What follows belongs to an exercise in optimizing a design on an open flow for small area; a production flow would make more cautious choices.
In this exercise RTL edits were held to simulation tests only and were not proved equivalent to the original.

==> flow/design.v <==
module total_fir(total_out, x_in, clk);
	input clk;
	input signed [7:0] x_in;
	output signed [15:0] total_out;
	reg [7:0] e0;
	reg [7:0] e1;
	reg [7:0] e2;
	reg [7:0] e3;
	reg [7:0] e4;
	reg [7:0] e5;
	reg [7:0] e6;
	reg [7:0] e7;
	reg [7:0] e8;
	reg [7:0] e9;
	reg [7:0] e10;
	reg [7:0] e11;
	reg [7:0] e12;
	reg [7:0] e13;
	reg [7:0] e14;
	reg [7:0] e15;
	reg [7:0] e16;
	reg [7:0] e17;
	reg r498;
	reg r499;
	reg r558;
	reg r559;
	reg r606;
	reg r607;
	reg r642;
	reg r667;
	reg r668;
	reg r683;
	reg r684;
	reg r691;
	reg r692;
	reg r695;
	reg r696;
	reg r703;
	reg r704;
	reg r705;
	reg r706;
	reg r707;
	wire o5_0;
	wire o6_0;
	wire o7_0;
	wire o8_0;
	wire o16_0;
	wire w1;
	wire w2;
	wire w3;
	wire w4;
	wire w5;
	wire w6;
	wire w7;
	wire w8;
	wire w9;
	wire w10;
	wire w11;
	wire w12;
	wire w13;
	wire w14;
	wire w15;
	wire w16;
	wire w17;
	wire w18;
	wire w19;
	wire w20;
	wire w21;
	wire w22;
	wire w23;
	wire w24;
	wire w25;
	wire w26;
	wire w27;
	wire w28;
	wire w29;
	wire w30;
	wire w31;
	wire w32;
	wire w33;
	wire w34;
	wire w35;
	wire w36;
	wire w37;
	wire w38;
	wire w39;
	wire w40;
	wire w41;
	wire w42;
	wire w43;
	wire w44;
	wire w45;
	wire w46;
	wire w47;
	wire w48;
	wire w49;
	wire w50;
	wire w51;
	wire w52;
	wire w53;
	wire w54;
	wire w55;
	wire w56;
	wire w57;
	wire w58;
	wire w59;
	wire w60;
	wire w61;
	wire w62;
	wire w63;
	wire w64;
	wire w65;
	wire w66;
	wire w67;
	wire w68;
	wire w69;
	wire w70;
	wire w71;
	wire w72;
	wire w73;
	wire w74;
	wire w75;
	wire w76;
	wire w77;
	wire w78;
	wire w79;
	wire w80;
	wire w81;
	wire w82;
	wire w83;
	wire w84;
	wire w85;
	wire w86;
	wire w87;
	wire w88;
	wire w89;
	wire w90;
	wire w91;
	wire w92;
	wire w93;
	wire w94;
	wire w95;
	wire w96;
	wire w97;
	wire w98;
	wire w99;
	wire w100;
	wire w101;
	wire w102;
	wire w103;
	wire w104;
	wire w105;
	wire w106;
	wire w107;
	wire w108;
	wire w109;
	wire w110;
	wire w111;
	wire w112;
	wire w113;
	wire w114;
	wire w115;
	wire w116;
	wire w117;
	wire w118;
	wire w119;
	wire w120;
	wire w121;
	wire w122;
	wire w123;
	wire w124;
	wire w125;
	wire w126;
	wire w127;
	wire w128;
	wire w129;
	wire w130;
	wire w131;
	wire w132;
	wire w133;
	wire w134;
	wire w135;
	wire w136;
	wire w137;
	wire w138;
	wire w139;
	wire w140;
	wire w141;
	wire w142;
	wire w143;
	wire w144;
	wire w145;
	wire w146;
	wire w147;
	wire w148;
	wire w149;
	wire w150;
	wire w151;
	wire w152;
	wire w153;
	wire w154;
	wire w155;
	wire w156;
	wire w157;
	wire w158;
	wire w159;
	wire w160;
	wire w161;
	wire w162;
	wire w163;
	wire w164;
	wire w165;
	wire w166;
	wire w167;
	wire w168;
	wire w169;
	wire w170;
	wire w171;
	wire w172;
	wire w173;
	wire w174;
	wire w175;
	wire w176;
	wire w177;
	wire w178;
	wire w179;
	wire w180;
	wire w181;
	wire w182;
	wire w183;
	wire w184;
	wire w185;
	wire w186;
	wire w187;
	wire w188;
	wire w189;
	wire w190;
	wire w191;
	wire w192;
	wire w193;
	wire w194;
	wire w195;
	wire w196;
	wire w197;
	wire w198;
	wire w199;
	wire w200;
	wire w201;
	wire w202;
	wire w203;
	wire w204;
	wire w205;
	wire w206;
	wire w207;
	wire w208;
	wire w209;
	wire w210;
	wire w211;
	wire w212;
	wire w213;
	wire w214;
	wire w215;
	wire w216;
	wire w217;
	wire w218;
	wire w219;
	wire w220;
	wire w221;
	wire w222;
	wire w223;
	wire w224;
	wire w225;
	wire w226;
	wire w227;
	wire w228;
	wire w229;
	wire w230;
	wire w231;
	wire w232;
	wire w233;
	wire w234;
	wire w235;
	wire w236;
	wire w237;
	wire w238;
	wire w239;
	wire w240;
	wire w241;
	wire w242;
	wire w243;
	wire w244;
	wire w245;
	wire w246;
	wire w247;
	wire w248;
	wire w249;
	wire w250;
	wire w251;
	wire w252;
	wire w253;
	wire w254;
	wire w255;
	wire w256;
	wire w257;
	wire w258;
	wire w259;
	wire w260;
	wire w261;
	wire w262;
	wire w263;
	wire w264;
	wire w265;
	wire w266;
	wire w267;
	wire w268;
	wire w269;
	wire w270;
	wire w271;
	wire w272;
	wire w273;
	wire w274;
	wire w275;
	wire w276;
	wire w277;
	wire w278;
	wire w279;
	wire w280;
	wire w281;
	wire w282;
	wire w283;
	wire w284;
	wire w285;
	wire w286;
	wire w287;
	wire w288;
	wire w289;
	wire w290;
	wire w291;
	wire w292;
	wire w293;
	wire w294;
	wire w295;
	wire w296;
	wire w297;
	wire w298;
	wire w299;
	wire w300;
	wire w301;
	wire w302;
	wire w303;
	wire w304;
	wire w305;
	wire w306;
	wire w307;
	wire w308;
	wire w309;
	wire w310;
	wire w311;
	wire w312;
	wire w313;
	wire w314;
	wire w315;
	wire w316;
	wire w317;
	wire w318;
	wire w319;
	wire w320;
	wire w321;
	wire w322;
	wire w323;
	wire w324;
	wire w325;
	wire w326;
	wire w327;
	wire w328;
	wire w329;
	wire w330;
	wire w331;
	wire w332;
	wire w333;
	wire w334;
	wire w335;
	wire w336;
	wire w337;
	wire w338;
	wire w339;
	wire w340;
	wire w341;
	wire w342;
	wire w343;
	wire w344;
	wire w345;
	wire w346;
	wire w347;
	wire w348;
	wire w349;
	wire w350;
	wire w351;
	wire w352;
	wire w353;
	wire w354;
	wire w355;
	wire w356;
	wire w357;
	wire w358;
	wire w359;
	wire w360;
	wire w361;
	wire w362;
	wire w363;
	wire w364;
	wire w365;
	wire w366;
	wire w367;
	wire w368;
	wire w369;
	wire w370;
	wire w371;
	wire w372;
	wire w373;
	wire w374;
	wire w375;
	wire w376;
	wire w377;
	wire w378;
	wire w379;
	wire w380;
	wire w381;
	wire w382;
	wire w383;
	wire w384;
	wire w385;
	wire w386;
	wire w387;
	wire w388;
	wire w389;
	wire w390;
	wire w391;
	wire w392;
	wire w393;
	wire w394;
	wire w395;
	wire w396;
	wire w397;
	wire w398;
	wire w399;
	wire w400;
	wire w401;
	wire w402;
	wire w403;
	wire w404;
	wire w405;
	wire w406;
	wire w407;
	wire w408;
	wire w409;
	wire w410;
	wire w411;
	wire w412;
	wire w413;
	wire w414;
	wire w415;
	wire w416;
	wire w417;
	wire w418;
	wire w419;
	wire w420;
	wire w421;
	wire w422;
	wire w423;
	wire w424;
	wire w425;
	wire w426;
	wire w427;
	wire w428;
	wire w429;
	wire w430;
	wire w431;
	wire w432;
	wire w433;
	wire w434;
	wire w435;
	wire w436;
	wire w437;
	wire w438;
	wire w439;
	wire w440;
	wire w441;
	wire w442;
	wire w443;
	wire w444;
	wire w445;
	wire w446;
	wire w447;
	wire w448;
	wire w449;
	wire w450;
	wire w451;
	wire w452;
	wire w453;
	wire w454;
	wire w455;
	wire w456;
	wire w457;
	wire w458;
	wire w459;
	wire w460;
	wire w461;
	wire w462;
	wire w463;
	wire w464;
	wire w465;
	wire w466;
	wire w467;
	wire w468;
	wire w469;
	wire w470;
	wire w471;
	wire w472;
	wire w473;
	wire w474;
	wire w475;
	wire w476;
	wire w477;
	wire w478;
	wire w479;
	wire w480;
	wire w481;
	wire w482;
	wire w483;
	wire w484;
	wire w485;
	wire w486;
	wire w487;
	wire w488;
	wire w489;
	wire w490;
	wire w491;
	wire w492;
	wire w493;
	wire w494;
	wire w495;
	wire w496;
	wire w497;
	wire w498;
	wire w499;
	wire w500;
	wire w501;
	wire w502;
	wire w503;
	wire w504;
	wire w505;
	wire w506;
	wire w507;
	wire w508;
	wire w509;
	wire w510;
	wire w511;
	wire w512;
	wire w513;
	wire w514;
	wire w515;
	wire w516;
	wire w517;
	wire w518;
	wire w519;
	wire w520;
	wire w521;
	wire w522;
	wire w523;
	wire w524;
	wire w525;
	wire w526;
	wire w527;
	wire w528;
	wire w529;
	wire w530;
	wire w531;
	wire w532;
	wire w533;
	wire w534;
	wire w535;
	wire w536;
	wire w537;
	wire w538;
	wire w539;
	wire w540;
	wire w541;
	wire w542;
	wire w543;
	wire w544;
	wire w545;
	wire w546;
	wire w547;
	wire w548;
	wire w549;
	wire w550;
	wire w551;
	wire w552;
	wire w553;
	wire w554;
	wire w555;
	wire w556;
	wire w557;
	wire w558;
	wire w559;
	wire w560;
	wire w561;
	wire w562;
	wire w563;
	wire w564;
	wire w565;
	wire w566;
	wire w567;
	wire w568;
	wire w569;
	wire w570;
	wire w571;
	wire w572;
	wire w573;
	wire w574;
	wire w575;
	wire w576;
	wire w577;
	wire w578;
	wire w579;
	wire w580;
	wire w581;
	wire w582;
	wire w583;
	wire w584;
	wire w585;
	wire w586;
	wire w587;
	wire w588;
	wire w589;
	wire w590;
	wire w591;
	wire w592;
	wire w593;
	wire w594;
	wire w595;
	wire w596;
	wire w597;
	wire w598;
	wire w599;
	wire w600;
	wire w601;
	wire w602;
	wire w603;
	wire w604;
	wire w605;
	wire w606;
	wire w607;
	wire w608;
	wire w609;
	wire w610;
	wire w611;
	wire w612;
	wire w613;
	wire w614;
	wire w615;
	wire w616;
	wire w617;
	wire w618;
	wire w619;
	wire w620;
	wire w621;
	wire w622;
	wire w623;
	wire w624;
	wire w625;
	wire w626;
	wire w627;
	wire w628;
	wire w629;
	wire w630;
	wire w631;
	wire w632;
	wire w633;
	wire w634;
	wire w635;
	wire w636;
	wire w637;
	wire w638;
	wire w639;
	wire w640;
	wire w641;
	wire w642;
	wire w643;
	wire w644;
	wire w645;
	wire w646;
	wire w647;
	wire w648;
	wire w649;
	wire w650;
	wire w651;
	wire w652;
	wire w653;
	wire w654;
	wire w655;
	wire w656;
	wire w657;
	wire w658;
	wire w659;
	wire w660;
	wire w661;
	wire w662;
	wire w663;
	wire w664;
	wire w665;
	wire w666;
	wire w667;
	wire w668;
	wire w669;
	wire w670;
	wire w671;
	wire w672;
	wire w673;
	wire w674;
	wire w675;
	wire w676;
	wire w677;
	wire w678;
	wire w679;
	wire w680;
	wire w681;
	wire w682;
	wire w683;
	wire w684;
	wire w685;
	wire w686;
	wire w687;
	wire w688;
	wire w689;
	wire w690;
	wire w691;
	wire w692;
	wire w693;
	wire w694;
	wire w695;
	wire w696;
	wire w697;
	wire w698;
	wire w699;
	wire w700;
	wire w701;
	wire w702;
	wire w703;
	wire w704;
	wire w705;
	wire w706;
	wire w707;
	wire n1;
	wire n2;
	wire n3;
	wire n4;
	wire n5;
	wire n6;
	wire n7;
	wire n8;
	wire n9;
	wire n10;
	wire n11;
	wire n12;
	wire n13;
	wire n14;
	wire n15;
	wire n16;
	wire n17;
	wire n18;
	wire n19;
	wire n20;
	wire n21;
	wire n22;
	wire n23;
	wire n24;
	wire n25;
	wire n26;
	wire n27;
	wire n28;
	wire n29;
	wire n30;
	wire n31;
	wire n32;
	wire n33;
	wire n34;
	wire n35;
	wire n36;
	wire n37;
	wire n38;
	wire n39;
	wire n40;
	wire n41;
	wire n42;
	wire n43;
	wire n44;
	wire n45;
	wire n46;
	wire n47;
	wire n48;
	wire n49;
	wire n50;
	wire n51;
	wire n52;
	wire n53;
	wire n54;
	wire n55;
	wire n56;
	wire n57;
	wire n58;
	wire n59;
	wire n60;
	wire n61;
	always @(posedge clk) begin
		e0 <= x_in;
		e1 <= e0;
		e2 <= e1;
		e3 <= e2 ^ 8'h7f;
		e4 <= e3;
		e5 <= e4;
		e6 <= e5;
		e7 <= e6 ^ 8'h03;
		e8 <= e7 ^ 8'h7c;
		e9 <= e8 ^ 8'h7c;
		e10 <= e9;
		e11 <= e10 ^ 8'h7c;
		e12 <= e11 ^ 8'h80;
		e13 <= e12;
		e14 <= e13 ^ 8'h80;
		e15 <= e14 ^ 8'h80;
		e16 <= e15;
		e17 <= e16;
		r498 <= w433;
		r499 <= w496;
		r558 <= w556;
		r559 <= w497;
		r606 <= w604;
		r607 <= w557;
		r642 <= w640;
		r667 <= w665;
		r668 <= w641;
		r683 <= w681;
		r684 <= w666;
		r691 <= w689;
		r692 <= w682;
		r695 <= w688;
		r696 <= w690;
		r703 <= w164;
		r704 <= w220;
		r705 <= w286;
		r706 <= w360;
		r707 <= w432;
	end
	assign o5_0 = ~(~e5[0] | ~e5[1]);
	assign o6_0 = ~(~e6[0] | ~e6[1]);
	assign o7_0 = ~(e7[0] | e7[1]);
	assign o8_0 = ~(e8[0] | e8[1]);
	assign o16_0 = ~(e16[0] | e16[1]);
	assign n1 = ~e2[0];
	assign n2 = ~e2[1];
	assign n3 = ~e2[2];
	assign n4 = ~e2[3];
	assign n5 = ~e2[4];
	assign n6 = ~e2[5];
	assign n7 = ~e2[6];
	assign n8 = ~e7[2];
	assign n9 = ~e7[3];
	assign n10 = ~e7[4];
	assign n11 = ~e7[5];
	assign n12 = ~e7[6];
	assign n13 = ~e7[7];
	assign n14 = ~e8[7];
	assign n15 = ~e8[2];
	assign n16 = ~e8[3];
	assign n17 = ~e8[4];
	assign n18 = ~e8[5];
	assign n19 = ~e8[6];
	assign n20 = ~e9[0];
	assign n21 = ~e9[1];
	assign n22 = ~e10[0];
	assign n23 = ~e10[1];
	assign n24 = ~e10[2];
	assign n25 = ~e10[3];
	assign n26 = ~e10[4];
	assign n27 = ~e10[5];
	assign n28 = ~e10[6];
	assign n29 = ~e10[7];
	assign n30 = ~e11[7];
	assign n31 = ~e11[0];
	assign n32 = ~e11[1];
	assign n33 = ~e11[2];
	assign n34 = ~e11[3];
	assign n35 = ~e11[4];
	assign n36 = ~e11[5];
	assign n37 = ~e11[6];
	assign n38 = ~e13[0];
	assign n39 = ~e13[1];
	assign n40 = ~e13[2];
	assign n41 = ~e13[3];
	assign n42 = ~e13[4];
	assign n43 = ~e13[5];
	assign n44 = ~e13[6];
	assign n45 = ~e13[7];
	assign n46 = ~e14[7];
	assign n47 = ~e14[0];
	assign n48 = ~e14[1];
	assign n49 = ~e14[2];
	assign n50 = ~e14[3];
	assign n51 = ~e14[4];
	assign n52 = ~e14[5];
	assign n53 = ~e14[6];
	assign n54 = ~e16[0];
	assign n55 = ~e16[1];
	assign n56 = ~e16[2];
	assign n57 = ~e16[3];
	assign n58 = ~e16[4];
	assign n59 = ~e16[5];
	assign n60 = ~e16[6];
	assign n61 = ~e16[7];
	fa uw62 (.a(e3[0]), .b(e4[1]), .c(e4[0]), .s(w62), .co(w63));
	fa uw64 (.a(e5[0]), .b(e5[2]), .c(e6[2]), .s(w64), .co(w65));
	fa uw66 (.a(e7[2]), .b(e10[1]), .c(e11[1]), .s(w66), .co(w67));
	fa uw68 (.a(e12[0]), .b(e12[1]), .c(e13[0]), .s(w68), .co(w69));
	fa uw70 (.a(e14[0]), .b(e14[1]), .c(e17[2]), .s(w70), .co(w71));
	fa uw72 (.a(n15), .b(n56), .c(o5_0), .s(w72), .co(w73));
	fa uw74 (.a(o6_0), .b(o7_0), .c(o8_0), .s(w74), .co(w75));
	fa uw76 (.a(o16_0), .b(w62), .c(w64), .s(w76), .co(w77));
	fa uw78 (.a(w66), .b(w68), .c(w70), .s(w78), .co(w79));
	fa uw80 (.a(w72), .b(w74), .c(w76), .s(w80), .co(w81));
	assign w83 = w78 & w80;
	xn uw84 (.a(e3[1]), .b(e4[0]), .s(w84));
	o2 uw85 (.a(e3[1]), .b(e4[0]), .co(w85));
	fa uw86 (.a(e4[2]), .b(e5[1]), .c(e5[3]), .s(w86), .co(w87));
	fa uw88 (.a(e6[0]), .b(e6[3]), .c(e7[3]), .s(w88), .co(w89));
	fa uw90 (.a(e11[0]), .b(e11[2]), .c(e12[1]), .s(w90), .co(w91));
	fa uw92 (.a(e12[2]), .b(e13[1]), .c(e13[0]), .s(w92), .co(w93));
	fa uw94 (.a(e14[1]), .b(e14[2]), .c(e15[0]), .s(w94), .co(w95));
	fa uw96 (.a(e17[3]), .b(n16), .c(n22), .s(w96), .co(w97));
	fa uw98 (.a(n24), .b(n54), .c(n57), .s(w98), .co(w99));
	fa uw100 (.a(w84), .b(w63), .c(w65), .s(w100), .co(w101));
	fa uw102 (.a(w67), .b(w69), .c(w71), .s(w102), .co(w103));
	fa uw104 (.a(w86), .b(w88), .c(w90), .s(w104), .co(w105));
	fa uw106 (.a(w92), .b(w94), .c(w96), .s(w106), .co(w107));
	fa uw108 (.a(w98), .b(w73), .c(w75), .s(w108), .co(w109));
	fa uw110 (.a(w77), .b(w79), .c(w100), .s(w110), .co(w111));
	fa uw112 (.a(w102), .b(w104), .c(w106), .s(w112), .co(w113));
	fa uw114 (.a(w108), .b(w81), .c(w110), .s(w114), .co(w115));
	assign w117 = (w112 & w83) | (w112 & w114) | (w83 & w114);
	xn uw118 (.a(e3[2]), .b(e4[1]), .s(w118));
	o2 uw119 (.a(e3[2]), .b(e4[1]), .co(w119));
	fa uw120 (.a(e4[3]), .b(e5[2]), .c(e5[0]), .s(w120), .co(w121));
	fa uw122 (.a(e5[4]), .b(e6[1]), .c(e6[4]), .s(w122), .co(w123));
	fa uw124 (.a(e7[0]), .b(e7[4]), .c(e11[1]), .s(w124), .co(w125));
	fa uw126 (.a(e11[0]), .b(e11[3]), .c(e12[2]), .s(w126), .co(w127));
	fa uw128 (.a(e12[0]), .b(e12[3]), .c(e13[2]), .s(w128), .co(w129));
	fa uw130 (.a(e13[1]), .b(e14[2]), .c(e14[3]), .s(w130), .co(w131));
	fa uw132 (.a(e15[1]), .b(e15[0]), .c(e17[0]), .s(w132), .co(w133));
	fa uw134 (.a(e17[4]), .b(n1), .c(n17), .s(w134), .co(w135));
	fa uw136 (.a(n20), .b(n23), .c(n25), .s(w136), .co(w137));
	fa uw138 (.a(n55), .b(n58), .c(w85), .s(w138), .co(w139));
	fa uw140 (.a(w118), .b(w87), .c(w89), .s(w140), .co(w141));
	fa uw142 (.a(w91), .b(w93), .c(w95), .s(w142), .co(w143));
	fa uw144 (.a(w120), .b(w122), .c(w124), .s(w144), .co(w145));
	fa uw146 (.a(w126), .b(w128), .c(w130), .s(w146), .co(w147));
	fa uw148 (.a(w132), .b(w97), .c(w99), .s(w148), .co(w149));
	fa uw150 (.a(w134), .b(w136), .c(w138), .s(w150), .co(w151));
	fa uw152 (.a(w101), .b(w103), .c(w105), .s(w152), .co(w153));
	fa uw154 (.a(w140), .b(w142), .c(w144), .s(w154), .co(w155));
	fa uw156 (.a(w146), .b(w107), .c(w148), .s(w156), .co(w157));
	fa uw158 (.a(w109), .b(w150), .c(w111), .s(w158), .co(w159));
	fa uw160 (.a(w152), .b(w154), .c(w113), .s(w160), .co(w161));
	fa uw162 (.a(w156), .b(w115), .c(w158), .s(w162), .co(w163));
	fa uw164 (.a(w160), .b(w117), .c(w162), .s(w164), .co(w165));
	fa uw166 (.a(e3[3]), .b(e4[2]), .c(e4[4]), .s(w166), .co(w167));
	fa uw168 (.a(e5[3]), .b(e5[1]), .c(e5[5]), .s(w168), .co(w169));
	fa uw170 (.a(e6[2]), .b(e6[5]), .c(e7[1]), .s(w170), .co(w171));
	fa uw172 (.a(e7[5]), .b(e10[2]), .c(e11[2]), .s(w172), .co(w173));
	fa uw174 (.a(e11[1]), .b(e11[4]), .c(e12[3]), .s(w174), .co(w175));
	fa uw176 (.a(e12[1]), .b(e12[4]), .c(e13[3]), .s(w176), .co(w177));
	fa uw178 (.a(e13[2]), .b(e14[3]), .c(e14[4]), .s(w178), .co(w179));
	fa uw180 (.a(e15[2]), .b(e15[1]), .c(e17[1]), .s(w180), .co(w181));
	fa uw182 (.a(e17[5]), .b(n2), .c(n1), .s(w182), .co(w183));
	fa uw184 (.a(n18), .b(n21), .c(n26), .s(w184), .co(w185));
	fa uw186 (.a(n56), .b(n54), .c(n59), .s(w186), .co(w187));
	fa uw188 (.a(w119), .b(w121), .c(w123), .s(w188), .co(w189));
	fa uw190 (.a(w125), .b(w127), .c(w129), .s(w190), .co(w191));
	fa uw192 (.a(w131), .b(w133), .c(w166), .s(w192), .co(w193));
	fa uw194 (.a(w168), .b(w170), .c(w172), .s(w194), .co(w195));
	fa uw196 (.a(w174), .b(w176), .c(w178), .s(w196), .co(w197));
	fa uw198 (.a(w180), .b(w135), .c(w137), .s(w198), .co(w199));
	fa uw200 (.a(w182), .b(w184), .c(w186), .s(w200), .co(w201));
	fa uw202 (.a(w139), .b(w141), .c(w143), .s(w202), .co(w203));
	fa uw204 (.a(w145), .b(w147), .c(w188), .s(w204), .co(w205));
	fa uw206 (.a(w190), .b(w149), .c(w192), .s(w206), .co(w207));
	fa uw208 (.a(w194), .b(w196), .c(w198), .s(w208), .co(w209));
	fa uw210 (.a(w200), .b(w151), .c(w153), .s(w210), .co(w211));
	fa uw212 (.a(w202), .b(w155), .c(w204), .s(w212), .co(w213));
	fa uw214 (.a(w157), .b(w206), .c(w208), .s(w214), .co(w215));
	fa uw216 (.a(w159), .b(w210), .c(w212), .s(w216), .co(w217));
	fa uw218 (.a(w161), .b(w214), .c(w163), .s(w218), .co(w219));
	fa uw220 (.a(w216), .b(w165), .c(w218), .s(w220), .co(w221));
	xn uw222 (.a(e3[4]), .b(e3[0]), .s(w222));
	o2 uw223 (.a(e3[4]), .b(e3[0]), .co(w223));
	fa uw224 (.a(e4[3]), .b(e4[0]), .c(e4[5]), .s(w224), .co(w225));
	fa uw226 (.a(e5[4]), .b(e5[2]), .c(e5[6]), .s(w226), .co(w227));
	fa uw228 (.a(e6[3]), .b(e6[6]), .c(e7[6]), .s(w228), .co(w229));
	fa uw230 (.a(e9[2]), .b(e10[3]), .c(e10[0]), .s(w230), .co(w231));
	fa uw232 (.a(e11[3]), .b(e11[2]), .c(e11[5]), .s(w232), .co(w233));
	fa uw234 (.a(e12[4]), .b(e12[2]), .c(e12[0]), .s(w234), .co(w235));
	fa uw236 (.a(e12[5]), .b(e13[4]), .c(e13[3]), .s(w236), .co(w237));
	fa uw238 (.a(e14[4]), .b(e14[5]), .c(e15[3]), .s(w238), .co(w239));
	fa uw240 (.a(e15[2]), .b(e17[2]), .c(e17[6]), .s(w240), .co(w241));
	fa uw242 (.a(n3), .b(n2), .c(n8), .s(w242), .co(w243));
	fa uw244 (.a(n19), .b(n27), .c(n47), .s(w244), .co(w245));
	fa uw246 (.a(n57), .b(n55), .c(n60), .s(w246), .co(w247));
	fa uw248 (.a(w222), .b(w167), .c(w169), .s(w248), .co(w249));
	fa uw250 (.a(w171), .b(w173), .c(w175), .s(w250), .co(w251));
	fa uw252 (.a(w177), .b(w179), .c(w181), .s(w252), .co(w253));
	fa uw254 (.a(w224), .b(w226), .c(w228), .s(w254), .co(w255));
	fa uw256 (.a(w230), .b(w232), .c(w234), .s(w256), .co(w257));
	fa uw258 (.a(w236), .b(w238), .c(w240), .s(w258), .co(w259));
	fa uw260 (.a(w183), .b(w185), .c(w187), .s(w260), .co(w261));
	fa uw262 (.a(w242), .b(w244), .c(w246), .s(w262), .co(w263));
	fa uw264 (.a(w189), .b(w191), .c(w193), .s(w264), .co(w265));
	fa uw266 (.a(w195), .b(w197), .c(w248), .s(w266), .co(w267));
	fa uw268 (.a(w250), .b(w252), .c(w199), .s(w268), .co(w269));
	fa uw270 (.a(w254), .b(w256), .c(w258), .s(w270), .co(w271));
	fa uw272 (.a(w201), .b(w260), .c(w262), .s(w272), .co(w273));
	fa uw274 (.a(w203), .b(w205), .c(w207), .s(w274), .co(w275));
	fa uw276 (.a(w264), .b(w266), .c(w209), .s(w276), .co(w277));
	fa uw278 (.a(w268), .b(w270), .c(w272), .s(w278), .co(w279));
	fa uw280 (.a(w211), .b(w213), .c(w274), .s(w280), .co(w281));
	fa uw282 (.a(w215), .b(w276), .c(w278), .s(w282), .co(w283));
	fa uw284 (.a(w217), .b(w280), .c(w282), .s(w284), .co(w285));
	fa uw286 (.a(w219), .b(w284), .c(w221), .s(w286), .co(w287));
	fa uw288 (.a(e3[5]), .b(e3[1]), .c(e4[4]), .s(w288), .co(w289));
	fa uw290 (.a(e4[1]), .b(e4[6]), .c(e5[5]), .s(w290), .co(w291));
	fa uw292 (.a(e5[3]), .b(e5[7]), .c(e6[4]), .s(w292), .co(w293));
	fa uw294 (.a(e6[7]), .b(e7[7]), .c(e8[0]), .s(w294), .co(w295));
	fa uw296 (.a(e8[7]), .b(e9[3]), .c(e10[4]), .s(w296), .co(w297));
	fa uw298 (.a(e10[1]), .b(e11[4]), .c(e11[3]), .s(w298), .co(w299));
	fa uw300 (.a(e11[6]), .b(e12[5]), .c(e12[3]), .s(w300), .co(w301));
	fa uw302 (.a(e12[1]), .b(e12[6]), .c(e13[5]), .s(w302), .co(w303));
	fa uw304 (.a(e13[4]), .b(e14[5]), .c(e14[6]), .s(w304), .co(w305));
	fa uw306 (.a(e15[4]), .b(e15[3]), .c(e17[3]), .s(w306), .co(w307));
	fa uw308 (.a(e17[7]), .b(n4), .c(n3), .s(w308), .co(w309));
	fa uw310 (.a(n9), .b(n28), .c(n31), .s(w310), .co(w311));
	fa uw312 (.a(n38), .b(n48), .c(n58), .s(w312), .co(w313));
	fa uw314 (.a(n56), .b(n61), .c(w223), .s(w314), .co(w315));
	fa uw316 (.a(w225), .b(w227), .c(w229), .s(w316), .co(w317));
	fa uw318 (.a(w231), .b(w233), .c(w235), .s(w318), .co(w319));
	fa uw320 (.a(w237), .b(w239), .c(w241), .s(w320), .co(w321));
	fa uw322 (.a(w288), .b(w290), .c(w292), .s(w322), .co(w323));
	fa uw324 (.a(w294), .b(w296), .c(w298), .s(w324), .co(w325));
	fa uw326 (.a(w300), .b(w302), .c(w304), .s(w326), .co(w327));
	fa uw328 (.a(w306), .b(w243), .c(w245), .s(w328), .co(w329));
	fa uw330 (.a(w247), .b(w308), .c(w310), .s(w330), .co(w331));
	fa uw332 (.a(w312), .b(w314), .c(w249), .s(w332), .co(w333));
	fa uw334 (.a(w251), .b(w253), .c(w255), .s(w334), .co(w335));
	fa uw336 (.a(w257), .b(w259), .c(w316), .s(w336), .co(w337));
	fa uw338 (.a(w318), .b(w320), .c(w261), .s(w338), .co(w339));
	fa uw340 (.a(w322), .b(w324), .c(w326), .s(w340), .co(w341));
	fa uw342 (.a(w263), .b(w328), .c(w330), .s(w342), .co(w343));
	fa uw344 (.a(w265), .b(w267), .c(w332), .s(w344), .co(w345));
	fa uw346 (.a(w269), .b(w271), .c(w334), .s(w346), .co(w347));
	fa uw348 (.a(w336), .b(w338), .c(w340), .s(w348), .co(w349));
	fa uw350 (.a(w273), .b(w342), .c(w275), .s(w350), .co(w351));
	fa uw352 (.a(w344), .b(w277), .c(w346), .s(w352), .co(w353));
	fa uw354 (.a(w348), .b(w279), .c(w281), .s(w354), .co(w355));
	fa uw356 (.a(w350), .b(w352), .c(w283), .s(w356), .co(w357));
	fa uw358 (.a(w354), .b(w285), .c(w356), .s(w358), .co(w359));
	ha uw360 (.a(w358), .b(w287), .s(w360), .co(w361));
	fa uw362 (.a(e3[6]), .b(e3[2]), .c(e4[5]), .s(w362), .co(w363));
	fa uw364 (.a(e4[2]), .b(e4[7]), .c(e5[6]), .s(w364), .co(w365));
	fa uw366 (.a(e5[4]), .b(e6[5]), .c(e8[1]), .s(w366), .co(w367));
	fa uw368 (.a(e9[4]), .b(e10[5]), .c(e11[5]), .s(w368), .co(w369));
	fa uw370 (.a(e11[4]), .b(e12[6]), .c(e12[4]), .s(w370), .co(w371));
	fa uw372 (.a(e12[2]), .b(e12[7]), .c(e13[6]), .s(w372), .co(w373));
	fa uw374 (.a(e13[5]), .b(e14[6]), .c(e15[5]), .s(w374), .co(w375));
	fa uw376 (.a(e15[4]), .b(e17[4]), .c(n5), .s(w376), .co(w377));
	fa uw378 (.a(n4), .b(n10), .c(n24), .s(w378), .co(w379));
	fa uw380 (.a(n29), .b(n32), .c(n30), .s(w380), .co(w381));
	fa uw382 (.a(n39), .b(n49), .c(n46), .s(w382), .co(w383));
	fa uw384 (.a(n59), .b(n57), .c(w289), .s(w384), .co(w385));
	fa uw386 (.a(w291), .b(w293), .c(w295), .s(w386), .co(w387));
	fa uw388 (.a(w297), .b(w299), .c(w301), .s(w388), .co(w389));
	fa uw390 (.a(w303), .b(w305), .c(w307), .s(w390), .co(w391));
	fa uw392 (.a(w362), .b(w364), .c(w366), .s(w392), .co(w393));
	fa uw394 (.a(w368), .b(w370), .c(w372), .s(w394), .co(w395));
	fa uw396 (.a(w374), .b(w309), .c(w311), .s(w396), .co(w397));
	fa uw398 (.a(w313), .b(w376), .c(w378), .s(w398), .co(w399));
	fa uw400 (.a(w380), .b(w382), .c(w315), .s(w400), .co(w401));
	fa uw402 (.a(w317), .b(w319), .c(w321), .s(w402), .co(w403));
	fa uw404 (.a(w323), .b(w325), .c(w327), .s(w404), .co(w405));
	fa uw406 (.a(w384), .b(w386), .c(w388), .s(w406), .co(w407));
	fa uw408 (.a(w390), .b(w329), .c(w392), .s(w408), .co(w409));
	fa uw410 (.a(w394), .b(w331), .c(w396), .s(w410), .co(w411));
	fa uw412 (.a(w398), .b(w400), .c(w333), .s(w412), .co(w413));
	fa uw414 (.a(w335), .b(w337), .c(w402), .s(w414), .co(w415));
	fa uw416 (.a(w339), .b(w341), .c(w404), .s(w416), .co(w417));
	fa uw418 (.a(w406), .b(w408), .c(w343), .s(w418), .co(w419));
	fa uw420 (.a(w410), .b(w345), .c(w412), .s(w420), .co(w421));
	fa uw422 (.a(w347), .b(w414), .c(w416), .s(w422), .co(w423));
	fa uw424 (.a(w349), .b(w418), .c(w351), .s(w424), .co(w425));
	fa uw426 (.a(w420), .b(w353), .c(w422), .s(w426), .co(w427));
	fa uw428 (.a(w355), .b(w424), .c(w426), .s(w428), .co(w429));
	fa uw430 (.a(w357), .b(w428), .c(w359), .s(w430), .co(w431));
	ha uw432 (.a(w361), .b(w430), .s(w432), .co(w433));
	fa uw434 (.a(e3[7]), .b(e3[3]), .c(e4[6]), .s(w434), .co(w435));
	fa uw436 (.a(e4[3]), .b(e5[7]), .c(e5[5]), .s(w436), .co(w437));
	fa uw438 (.a(e6[6]), .b(e8[2]), .c(e9[5]), .s(w438), .co(w439));
	fa uw440 (.a(e10[6]), .b(e11[6]), .c(e11[5]), .s(w440), .co(w441));
	fa uw442 (.a(e12[7]), .b(e12[5]), .c(e12[3]), .s(w442), .co(w443));
	fa uw444 (.a(e13[7]), .b(e13[6]), .c(e15[6]), .s(w444), .co(w445));
	fa uw446 (.a(e15[5]), .b(e17[5]), .c(n6), .s(w446), .co(w447));
	fa uw448 (.a(n5), .b(n11), .c(n25), .s(w448), .co(w449));
	fa uw450 (.a(n33), .b(n40), .c(n46), .s(w450), .co(w451));
	fa uw452 (.a(n50), .b(n60), .c(n58), .s(w452), .co(w453));
	fa uw454 (.a(w363), .b(w365), .c(w367), .s(w454), .co(w455));
	fa uw456 (.a(w369), .b(w371), .c(w373), .s(w456), .co(w457));
	fa uw458 (.a(w375), .b(w434), .c(w436), .s(w458), .co(w459));
	fa uw460 (.a(w438), .b(w440), .c(w442), .s(w460), .co(w461));
	fa uw462 (.a(w444), .b(w377), .c(w379), .s(w462), .co(w463));
	fa uw464 (.a(w381), .b(w383), .c(w446), .s(w464), .co(w465));
	fa uw466 (.a(w448), .b(w450), .c(w452), .s(w466), .co(w467));
	fa uw468 (.a(w385), .b(w387), .c(w389), .s(w468), .co(w469));
	fa uw470 (.a(w391), .b(w393), .c(w395), .s(w470), .co(w471));
	fa uw472 (.a(w454), .b(w456), .c(w397), .s(w472), .co(w473));
	fa uw474 (.a(w458), .b(w460), .c(w399), .s(w474), .co(w475));
	fa uw476 (.a(w462), .b(w464), .c(w466), .s(w476), .co(w477));
	fa uw478 (.a(w401), .b(w403), .c(w405), .s(w478), .co(w479));
	fa uw480 (.a(w407), .b(w468), .c(w409), .s(w480), .co(w481));
	fa uw482 (.a(w470), .b(w411), .c(w472), .s(w482), .co(w483));
	fa uw484 (.a(w474), .b(w476), .c(w413), .s(w484), .co(w485));
	fa uw486 (.a(w415), .b(w417), .c(w478), .s(w486), .co(w487));
	fa uw488 (.a(w480), .b(w419), .c(w482), .s(w488), .co(w489));
	fa uw490 (.a(w421), .b(w484), .c(w423), .s(w490), .co(w491));
	fa uw492 (.a(w486), .b(w488), .c(w425), .s(w492), .co(w493));
	fa uw494 (.a(w427), .b(w490), .c(w492), .s(w494), .co(w495));
	fa uw496 (.a(w429), .b(w494), .c(w431), .s(w496), .co(w497));
	ha uw500 (.a(r498), .b(r499), .s(w500), .co(w501));
	xn uw502 (.a(e3[4]), .b(e4[7]), .s(w502));
	o2 uw503 (.a(e3[4]), .b(e4[7]), .co(w503));
	fa uw504 (.a(e4[4]), .b(e5[6]), .c(e6[7]), .s(w504), .co(w505));
	fa uw506 (.a(e8[3]), .b(e9[6]), .c(e10[7]), .s(w506), .co(w507));
	fa uw508 (.a(e11[6]), .b(e12[6]), .c(e12[4]), .s(w508), .co(w509));
	fa uw510 (.a(e13[7]), .b(e15[7]), .c(e15[6]), .s(w510), .co(w511));
	fa uw512 (.a(e17[6]), .b(n7), .c(n6), .s(w512), .co(w513));
	fa uw514 (.a(n12), .b(n26), .c(n30), .s(w514), .co(w515));
	fa uw516 (.a(n34), .b(n41), .c(n51), .s(w516), .co(w517));
	fa uw518 (.a(n61), .b(n59), .c(w502), .s(w518), .co(w519));
	fa uw520 (.a(w435), .b(w437), .c(w439), .s(w520), .co(w521));
	fa uw522 (.a(w441), .b(w443), .c(w445), .s(w522), .co(w523));
	fa uw524 (.a(w504), .b(w506), .c(w508), .s(w524), .co(w525));
	fa uw526 (.a(w510), .b(w447), .c(w449), .s(w526), .co(w527));
	fa uw528 (.a(w451), .b(w453), .c(w512), .s(w528), .co(w529));
	fa uw530 (.a(w514), .b(w516), .c(w518), .s(w530), .co(w531));
	fa uw532 (.a(w455), .b(w457), .c(w459), .s(w532), .co(w533));
	fa uw534 (.a(w461), .b(w520), .c(w522), .s(w534), .co(w535));
	fa uw536 (.a(w463), .b(w524), .c(w465), .s(w536), .co(w537));
	fa uw538 (.a(w467), .b(w526), .c(w528), .s(w538), .co(w539));
	fa uw540 (.a(w530), .b(w469), .c(w471), .s(w540), .co(w541));
	fa uw542 (.a(w473), .b(w532), .c(w534), .s(w542), .co(w543));
	fa uw544 (.a(w475), .b(w477), .c(w536), .s(w544), .co(w545));
	fa uw546 (.a(w538), .b(w479), .c(w481), .s(w546), .co(w547));
	fa uw548 (.a(w540), .b(w483), .c(w542), .s(w548), .co(w549));
	fa uw550 (.a(w544), .b(w485), .c(w487), .s(w550), .co(w551));
	fa uw552 (.a(w546), .b(w489), .c(w548), .s(w552), .co(w553));
	fa uw554 (.a(w491), .b(w550), .c(w552), .s(w554), .co(w555));
	fa uw556 (.a(w493), .b(w554), .c(w495), .s(w556), .co(w557));
	fa uw560 (.a(r558), .b(r559), .c(w501), .s(w560), .co(w561));
	fa uw562 (.a(e2[7]), .b(e3[5]), .c(e4[5]), .s(w562), .co(w563));
	fa uw564 (.a(e5[7]), .b(e8[4]), .c(e9[7]), .s(w564), .co(w565));
	fa uw566 (.a(e12[7]), .b(e12[5]), .c(e15[7]), .s(w566), .co(w567));
	fa uw568 (.a(e17[7]), .b(n7), .c(n13), .s(w568), .co(w569));
	fa uw570 (.a(n27), .b(n30), .c(n35), .s(w570), .co(w571));
	fa uw572 (.a(n42), .b(n52), .c(n60), .s(w572), .co(w573));
	fa uw574 (.a(w503), .b(w505), .c(w507), .s(w574), .co(w575));
	fa uw576 (.a(w509), .b(w511), .c(w562), .s(w576), .co(w577));
	fa uw578 (.a(w564), .b(w566), .c(w513), .s(w578), .co(w579));
	fa uw580 (.a(w515), .b(w517), .c(w568), .s(w580), .co(w581));
	fa uw582 (.a(w570), .b(w572), .c(w519), .s(w582), .co(w583));
	fa uw584 (.a(w521), .b(w523), .c(w525), .s(w584), .co(w585));
	fa uw586 (.a(w574), .b(w527), .c(w576), .s(w586), .co(w587));
	fa uw588 (.a(w529), .b(w578), .c(w580), .s(w588), .co(w589));
	fa uw590 (.a(w531), .b(w582), .c(w533), .s(w590), .co(w591));
	fa uw592 (.a(w535), .b(w584), .c(w537), .s(w592), .co(w593));
	fa uw594 (.a(w586), .b(w539), .c(w588), .s(w594), .co(w595));
	fa uw596 (.a(w541), .b(w543), .c(w590), .s(w596), .co(w597));
	fa uw598 (.a(w545), .b(w592), .c(w594), .s(w598), .co(w599));
	fa uw600 (.a(w547), .b(w549), .c(w596), .s(w600), .co(w601));
	fa uw602 (.a(w598), .b(w551), .c(w553), .s(w602), .co(w603));
	fa uw604 (.a(w600), .b(w555), .c(w602), .s(w604), .co(w605));
	fa uw608 (.a(r606), .b(r607), .c(w561), .s(w608), .co(w609));
	xn uw610 (.a(e2[7]), .b(e3[6]), .s(w610));
	o2 uw611 (.a(e2[7]), .b(e3[6]), .co(w611));
	fa uw612 (.a(e4[6]), .b(e8[5]), .c(e12[6]), .s(w612), .co(w613));
	fa uw614 (.a(n28), .b(n36), .c(n43), .s(w614), .co(w615));
	fa uw616 (.a(n53), .b(n61), .c(w610), .s(w616), .co(w617));
	fa uw618 (.a(w563), .b(w565), .c(w567), .s(w618), .co(w619));
	fa uw620 (.a(w612), .b(w569), .c(w571), .s(w620), .co(w621));
	fa uw622 (.a(w573), .b(w614), .c(w616), .s(w622), .co(w623));
	fa uw624 (.a(w575), .b(w577), .c(w618), .s(w624), .co(w625));
	fa uw626 (.a(w579), .b(w581), .c(w620), .s(w626), .co(w627));
	fa uw628 (.a(w583), .b(w622), .c(w585), .s(w628), .co(w629));
	fa uw630 (.a(w587), .b(w624), .c(w589), .s(w630), .co(w631));
	fa uw632 (.a(w626), .b(w591), .c(w628), .s(w632), .co(w633));
	fa uw634 (.a(w593), .b(w595), .c(w630), .s(w634), .co(w635));
	fa uw636 (.a(w597), .b(w632), .c(w599), .s(w636), .co(w637));
	fa uw638 (.a(w634), .b(w601), .c(w636), .s(w638), .co(w639));
	fa uw640 (.a(w603), .b(w638), .c(w605), .s(w640), .co(w641));
	ha uw643 (.a(r642), .b(w609), .s(w643), .co(w644));
	fa uw645 (.a(e3[7]), .b(e4[7]), .c(e8[6]), .s(w645), .co(w646));
	fa uw647 (.a(e12[7]), .b(e14[7]), .c(n29), .s(w647), .co(w648));
	fa uw649 (.a(n37), .b(n44), .c(w611), .s(w649), .co(w650));
	fa uw651 (.a(w613), .b(w645), .c(w615), .s(w651), .co(w652));
	fa uw653 (.a(w647), .b(w617), .c(w649), .s(w653), .co(w654));
	fa uw655 (.a(w619), .b(w621), .c(w651), .s(w655), .co(w656));
	fa uw657 (.a(w623), .b(w653), .c(w625), .s(w657), .co(w658));
	fa uw659 (.a(w627), .b(w655), .c(w629), .s(w659), .co(w660));
	fa uw661 (.a(w657), .b(w631), .c(w633), .s(w661), .co(w662));
	fa uw663 (.a(w659), .b(w635), .c(w661), .s(w663), .co(w664));
	fa uw665 (.a(w637), .b(w663), .c(w639), .s(w665), .co(w666));
	fa uw669 (.a(r667), .b(r668), .c(w644), .s(w669), .co(w670));
	fa uw671 (.a(e11[7]), .b(n14), .c(n45), .s(w671), .co(w672));
	fa uw673 (.a(w646), .b(w648), .c(w671), .s(w673), .co(w674));
	fa uw675 (.a(w650), .b(w652), .c(w673), .s(w675), .co(w676));
	fa uw677 (.a(w654), .b(w656), .c(w675), .s(w677), .co(w678));
	fa uw679 (.a(w658), .b(w677), .c(w660), .s(w679), .co(w680));
	fa uw681 (.a(w662), .b(w679), .c(w664), .s(w681), .co(w682));
	fa uw685 (.a(r683), .b(r684), .c(w670), .s(w685), .co(w686));
	fa uw687 (.a(w672), .b(w674), .c(w676), .s(w687), .co(w688));
	fa uw689 (.a(w678), .b(w687), .c(w680), .s(w689), .co(w690));
	fa uw693 (.a(r691), .b(r692), .c(w686), .s(w693), .co(w694));
	ha uw699 (.a(r695), .b(r696), .s(w699), .co(w700));
	xr uw697 (.a(w699), .b(w694), .s(w697));
	ao uw698 (.g(w700), .p(w699), .c(w694), .co(w698));
	assign w701 = w698 ^ 1'b1;
	assign total_out[0] = r703;
	assign total_out[1] = r704;
	assign total_out[2] = r705;
	assign total_out[3] = r706;
	assign total_out[4] = r707;
	assign total_out[5] = w500;
	assign total_out[6] = w560;
	assign total_out[7] = w608;
	assign total_out[8] = w643;
	assign total_out[9] = w669;
	assign total_out[10] = w685;
	assign total_out[11] = w693;
	assign total_out[12] = w697;
	assign total_out[13] = w701;
	assign total_out[14] = w701;
	assign total_out[15] = w701;
endmodule
module fa(input a, input b, input c, output s, output co);
	assign s = a ^ b ^ c;
	assign co = (a & b) | (a & c) | (b & c);
endmodule
module xn(input a, input b, output s);
	assign s = ~(a ^ b);
endmodule
module o2(input a, input b, output co);
	assign co = a | b;
endmodule
module xr(input a, input b, output s);
	assign s = a ^ b;
endmodule
module ao(input g, input p, input c, output co);
	assign co = g | (p & c);
endmodule
module ha(input a, input b, output s, output co);
	assign s = a ^ b;
	assign co = a & b;
endmodule
==> flow/flow/run.sh <==
#!/bin/bash
# The standard layout (standard.sh, the ORFS flow), with ORFS's own variables set for two steps:
#  - clock tree synthesis without dummy balancing loads, built from clkbuf_8 cells;
#  - port buffering with the smallest buffer cell (every input and output still gets a buffer).
# The full ORFS output goes to standard.log in this folder (per-step logs under orfs/logs).
export CTS_ARGS="-sink_clustering_enable -repair_clock_nets -dont_use_dummy_load -buf_list sky130_fd_sc_hd__clkbuf_8"
export BUFFER_PORTS_ARGS="-buffer_cell sky130_fd_sc_hd__buf_1"
# timing-driven global placement: use its trial buffering for net weights only, do not keep it
export GPL_KEEP_OVERFLOW=0
bash standard.sh > standard.log 2>&1
==> flow/standard.sh <==
#!/bin/bash
# synth_recipe.tcl (not shown) runs the flow's synth.tcl, then flattens the netlist and writes it again
# the make line also repeats each setting of config.mk as NAME=value (left out here)
make -C /OpenROAD-flow-scripts/flow DESIGN_CONFIG=/design/flow/config.mk WORK_HOME=/design/flow/orfs CLKGATE_MAP_FILE= SYNTH_SCRIPT=/design/flow/synth_recipe.tcl "${@:-finish}"
==> flow/config.mk <==
export PLATFORM = sky130hd
export DESIGN_NAME = total_fir
export DESIGN_NICKNAME = total_fir
export VERILOG_FILES = /design/flow/design.v
export SDC_FILE = /design/flow/constraint.sdc
export NUM_CORES = 4
export LEC_CHECK = 0
export CAP_MARGIN = 20
export CORE_MARGIN = 2
export CORE_UTILIZATION = 40
export PLACE_DENSITY = 0.75
export SLEW_MARGIN = 20
export SYNTH_HIERARCHICAL = 1
export SYNTH_MINIMUM_KEEP_SIZE = 0
==> flow/constraint.sdc <==
create_clock -name core_clock -period 5.0 [get_ports {clk}]
set_input_delay 1.0000 -clock core_clock [delete_from_list [all_inputs] [get_ports {clk}]]
set_output_delay 1.0000 -clock core_clock [all_outputs]
set_load 0.01 [all_outputs]
==> impl_metrics.ini, run 1 <==
[floorplan]
start_util_pct = 40.6
die_h_um = 161
rows = 57
ioPinCount = 25
die_x_um = 161
dieArea_um2 = 25800
core-area_um2 = 24200

[layout]
layout.nets = 908
area_delta_synth_final_pct = 6.26
drive_above_1_share_pct = 3.54
antenna_cells = 0

[logic_synthesis]
yosysWarnings = 7
syn_inst = 568
yosysSeqAreaShare_pct = 33.4
synth.net_count = 881
ys_ff_latch = 164
avgSynthCellArea_um2 = 17.3
synth_area_leaders = fa_1 61%, dfxtp_1 33%, inv_1 2.4%, buf_4 1.2%, ha_1 0.64%
syn_area_um2 = 9820
synth_top_cell_by_area = fa_1
synth.top_cell.area_share_pct = 61.0
synth_cell_type_count = 12

[drt]
vias = 4217
drtIter0Drc = 306
drt-pass1-iter-count = 4
post_drt_wl_per_cell_um = 22.3
vias_per_cell = 4.60
route.detailed.drc = 0
wl_um = 20400
ant_nets = 0

[clock_network]
cts.clk_slew.worst_paths_ns = 0.09
postCtsSetupBuffers = 0
cts-root-buf = clkbuf_8
cts_sinks = 164
numCtsBuffers = 17
clock_latency_ns = 0.46
cts_tree = built
h-tree-depth = 4
clock_path_buffers = 2

[run]
maxCapViolations = 0

[grt]
grt_max_degree = 17
grt_first_pass_wirelength_um = 32200
grt_use_total_pct = 18.0
grt_overflow = 0
antenna_found_initial = 0
grt_pass1_vias = 5261

[timing]
fin_crit_sh_pct = 96.8
setup_violations = 0
setup_tns_ns = 0
drv_slew = 0
worst_slew_pin_slew_ns = 0.401
finalHoldViolations = 0
finalWorstSetupSlack_ns = 0.158
fin_crit_ns = 4.84
slew_headroom_pct = 73.2
fmax_mhz = 207
finalClockSkew_ns = 0.0291
rsz0062_at_grt = false

[critical_path]
startpoint_type = flip-flop
critPathKind = flip-flop to flip-flop
critPathLaunch = e4[5]
timing.rr.start = e4[5]
critPathMaxFanout = 4
required_ns = 5.34
ff2ff_path_depth = 9
reg2reg_to = r499
crit_arrival_ns = 5.18
ff2ff_setup_slack_ns = 0.16
worstSetupEndpointType = flip-flop

[place]
dp_slack_ns = 0.0933
hpwl_um = 18300
place_congestion = 0.924
io_buffers = 24

[worst_hold_path]
holdPathEnd = e2[4]
holdCritPathClass = flip-flop to flip-flop
holdPathStages = 0
min_from = e1[4]

[status]
status = finished clean
cell usage after synthesis (all sizes together):
master and count:
a21o 1, a22oi 1, and2 1, buf 16, dfxtp 164, fa 299, ha 5, inv 64
nor2 6, or2 5, xnor2 5, xor2 1
metal layers:
layer,global-route usage [%],part of all wire [%],vias up
met5,0,0,-
met3,3.93,5.5,43
li1,-,-,1695
met1,24.1,40,2330
met2,29.3,51,149
met4,6.39,3.8,0
per-module statistics from Yosys (local to each module, per instance):
module	flops+latches	cell area [µm²]	copies in the design
xn	0	8.76	5
ha	0	12.5	5
fa	0	20.0	299
o2	0	6.26	5
total_fir	164	3680	1
xr	0	8.76	1
ao	0	7.51	1
stage by stage:
stage                     hold WS (ns)  utilization (%)  cell area [µm²]  std cells
after floorplan                  0.310                -             9820        568
after global routing             0.330             43.2            10400        917
after CTS                        0.318             43.1            10400        917
after global placement           0.311             42.2            10200        900
after detailed placement         0.312             42.2            10200        900
final                            0.316             43.2            10400        917
critical path, stage by stage (launching register included):
cell and delay (ns):
dfxtp_1 0.46, fa_1 0.49, fa_1 0.55, fa_1 0.46, fa_1 0.43, fa_1 0.59
fa_1 0.43, fa_1 0.46, fa_1 0.42, fa_1 0.43
how the worst max path moves through the flow:
stage	end	depth (start not counted)
final	r499	9
after global routing	r499	9
after CTS	r499	9
after detailed placement	r499	9
after global placement	r499	9
after floorplan	r499	9
logic make-up after synthesis:
| kind of cell | count (synthesis) | synth area share [%] |
|---|---|---|
| flip-flops | 164 | 33.4 |
| XOR/XNOR | 6 | 0.535 |
| AO/OA/AOI/OAI | 2 | 0.153 |
| AND/OR/NAND/NOR | 12 | 0.612 |
| adder cells (fa/ha/maj) | 304 | 61.6 |
| buffers and inverters | 80 | 3.67 |
cells in the final DEF (no fill, tap or decap):
| cell type | count |
|---|---|
| clkbuf_8 | 17 |
| fa_1 | 299 |
| buf_1 | 24 |
| ha_1 | 5 |
| a22oi_1 | 1 |
| xnor2_1 | 5 |
| dfxtp_1 | 160 |
| and2_1 | 1 |
| dfxtp_2 | 4 |
| or2_1 | 5 |
| xor2_1 | 1 |
| nor2_1 | 6 |
| a21o_1 | 1 |
| inv_1 | 64 |
area by class of cell:
class / instances / area, µm²
Clock buffer: 17 / 234
Fill cell: 2109 / 13700
Inverter: 64 / 240
Multi-Input combinational cell: 324 / 6180
Sequential cell: 164 / 3290
Tap cell: 324 / 405
Timing Repair Buffer: 24 / 90.1
timing repair:
item / in CTS / in global routing
resized for setup: 0 / 4
hold buffers: 0 / 0
setup endpoints to repair: 0 / 1
==> run 2: changes to the inputs <==
--- a/flow/config.mk
+++ b/flow/config.mk
@@ -8,7 +8,6 @@
 export CAP_MARGIN = 20
 export CORE_MARGIN = 2
 export CORE_UTILIZATION = 40
-export PLACE_DENSITY = 0.75
 export SLEW_MARGIN = 20
 export SYNTH_HIERARCHICAL = 1
 export SYNTH_MINIMUM_KEEP_SIZE = 0
==> impl_metrics.ini, run 2 <==
[status]
status = finished clean

[clock_network]
cts_sinks = 164
numCtsBuffers = 17
postCtsSetupBuffers = 0
h-tree-depth = 4
cts_tree = built
cts-root-buf = clkbuf_8
cts.clk_slew.worst_paths_ns = 0.07
ctsHoldBuffers = 0
post_cts_resized = 0
clock_latency_ns = 0.46
clock_path_buffers = 2

[logic_synthesis]
synth.top_cell.area_share_pct = 61.0
ys_ff_latch = 164
yosysWarnings = 7
synth_area_leaders = fa_1 61%, dfxtp_1 33%, inv_1 2.4%, buf_4 1.2%, ha_1 0.64%
synth_top_cell_by_area = fa_1
syn_area_um2 = 9820
synth.most_common_cell = fa_1
synth_commonest_cells = 299 x fa_1, 164 x dfxtp_1, 64 x inv_1, 16 x buf_4, 6 x nor2_1
synth.net_count = 881
synth_cell_type_count = 12
async_flop_share_pct = 0
yosysSeqAreaShare_pct = 33.4
synth_edf_count = 0
synth-main-ff-cell = dfxtp_1
syn_inst = 568
avgSynthCellArea_um2 = 17.3

[critical_path]
crit_arrival_ns = 5.24
critPathMaxFanout = 4
cp_cell_sequence = fa_1, fa_1, fa_1, fa_1, fa_1, fa_1, fa_1, fa_1, fa_1
crit_family = adder cells
crit_path_top_delay_cell = fa_1
worstSetupEndpointType = flip-flop
startpoint_type = flip-flop
crit_buf_inv = 0
cpMostUsedCell = fa_1
required_ns = 5.33
critPathKind = flip-flop to flip-flop
cpPeakStageDelay_ns = 0.57

[floorplan]
dieArea_um2 = 25800
die_x_um = 161
ioPinCount = 25
rows = 57
core-area_um2 = 24200
start_util_pct = 40.6
die_h_um = 161

[layout]
drive_above_1_share_pct = 5.06
final_util_pct = 43.2
layout_commonest_cell = fa_1
area_delta_synth_final_pct = 6.37
final_cell_mix = 299 x fa_1, 151 x dfxtp_1, 64 x inv_1
antenna_cells = 0
layout.nets = 908

[run]
maxCapViolations = 0

[timing]
slew_headroom_pct = 73.9
finalClockSkew_ns = 0.0207
finalHoldViolations = 0
worst_slew_pin_slew_ns = 0.391
setup_violations = 0
setup_tns_ns = 0
fin_crit_ns = 4.91
fmax_mhz = 204
drv_slew = 0
rsz0062_at_grt = false
fin_crit_sh_pct = 98.2

[grt]
antenna_found_initial = 0
grt_max_degree = 17
grt_first_pass_wirelength_um = 33300
grt_use_total_pct = 18.7
grt_overflow = 0
grt_pass1_vias = 5311

[drt]
drtIter0Drc = 259
post_drt_wl_per_cell_um = 23.5
drt-pass1-iter-count = 4
vias = 4220
vias_per_cell = 4.60
route.detailed.drc = 0
ant_nets = 0
wl_um = 21600

[worst_hold_path]
holdCritPathClass = flip-flop to flip-flop

[place]
hpwl_um = 19500
io_buffers = 24
place_congestion = 0.890
-- run 2: cell counts after synthesis --
No cell type changed its count.
-- run 2: kinds of logic (layout without fill, tap and decap cells) --
group,after synthesis,after routing,synth area share (%)
fa+ha+maj,304,304,61.6
flops,164,164,33.4
buf+inv,80,105,3.67
simple gates,12,12,0.612
xor+xnor,6,6,0.535
compound gates,2,2,0.153
-- run 2: layer usage --
layer	share of wire, %	track usage [%]	up-vias
li1	-	-	1695
met1	40	24.4	2382
met2	52	31.4	114
met3	5.4	4.39	29
met4	2.4	5.73	0
met5	0	0	-
-- run 2: worst paths after layout --
check | cells after the start | endpoint | slack (ns) | startpoint
hold reg to reg | 0 | e1[0] | 0.33 | e0[0]
setup / recovery | 9 | r499 | 0.09 | e3[1]
setup reg to reg | 9 | r499 | 0.09 | e3[1]
hold / removal | 0 | e1[0] | 0.33 | e0[0]
-- run 2: cell type report --
type,count,area [µm²]
multi-input combinational,324,6180
clock buffer,17,234
tap,324,405
timing repair buffer,24,90.1
fill,2131,13700
inverter,64,240
sequential,164,3300
-- run 2: modules after synthesis, one instance, submodules excluded --
module     flops+latches  times used  cells inside
xr                     0           1             1
o2                     0           5             1
fa                     0         299             1
ao                     0           1             1
total_fir            164           1           252
ha                     0           5             1
xn                     0           5             1
-- run 2: metrics by stage --
stage	setup WS, ns	instance area, µm²	hold WS [ns]	std cells
global route	0.00158	10400	0.340	917
floorplan	0.355	9820	0.310	568
CTS	0.0277	10400	0.333	917
detailed placement	0.0658	10200	0.314	900
global placement	0.0929	10200	0.314	900
finish	0.0922	10400	0.330	917

## what the ideal ports hide
The flow's constraints put no driver on any port. The routed layouts listed below were extracted and timed again, unchanged, in two steps.
Step 1, drivers: a clkbuf_16 drives clk and a buf_2 each remaining input, both assumed.
Step 2 moves the port delays by t, midway between the first and last clock arrival at a register: inputs arrive t later, outputs are due t later. That takes back most of the time a late clock gives input paths.
Slacks: no drivers / after step 1 / after step 2; pairs: no drivers / after step 1.
| run | t (ns) | setup slack, ns | latest minus earliest clock arrival (ns) | worst register clock-pin slew, ns |
|---|---|---|---|---|
| run 1 | 0.485 | 0.158 / 0.158 / 0.158 | 0.030 / 0.030 | 0.09 / 0.09 |
| run 2 | 0.496 | 0.092 / 0.092 / 0.092 | 0.028 / 0.027 | 0.09 / 0.09 |
After both steps setup and hold are still met in every run listed.
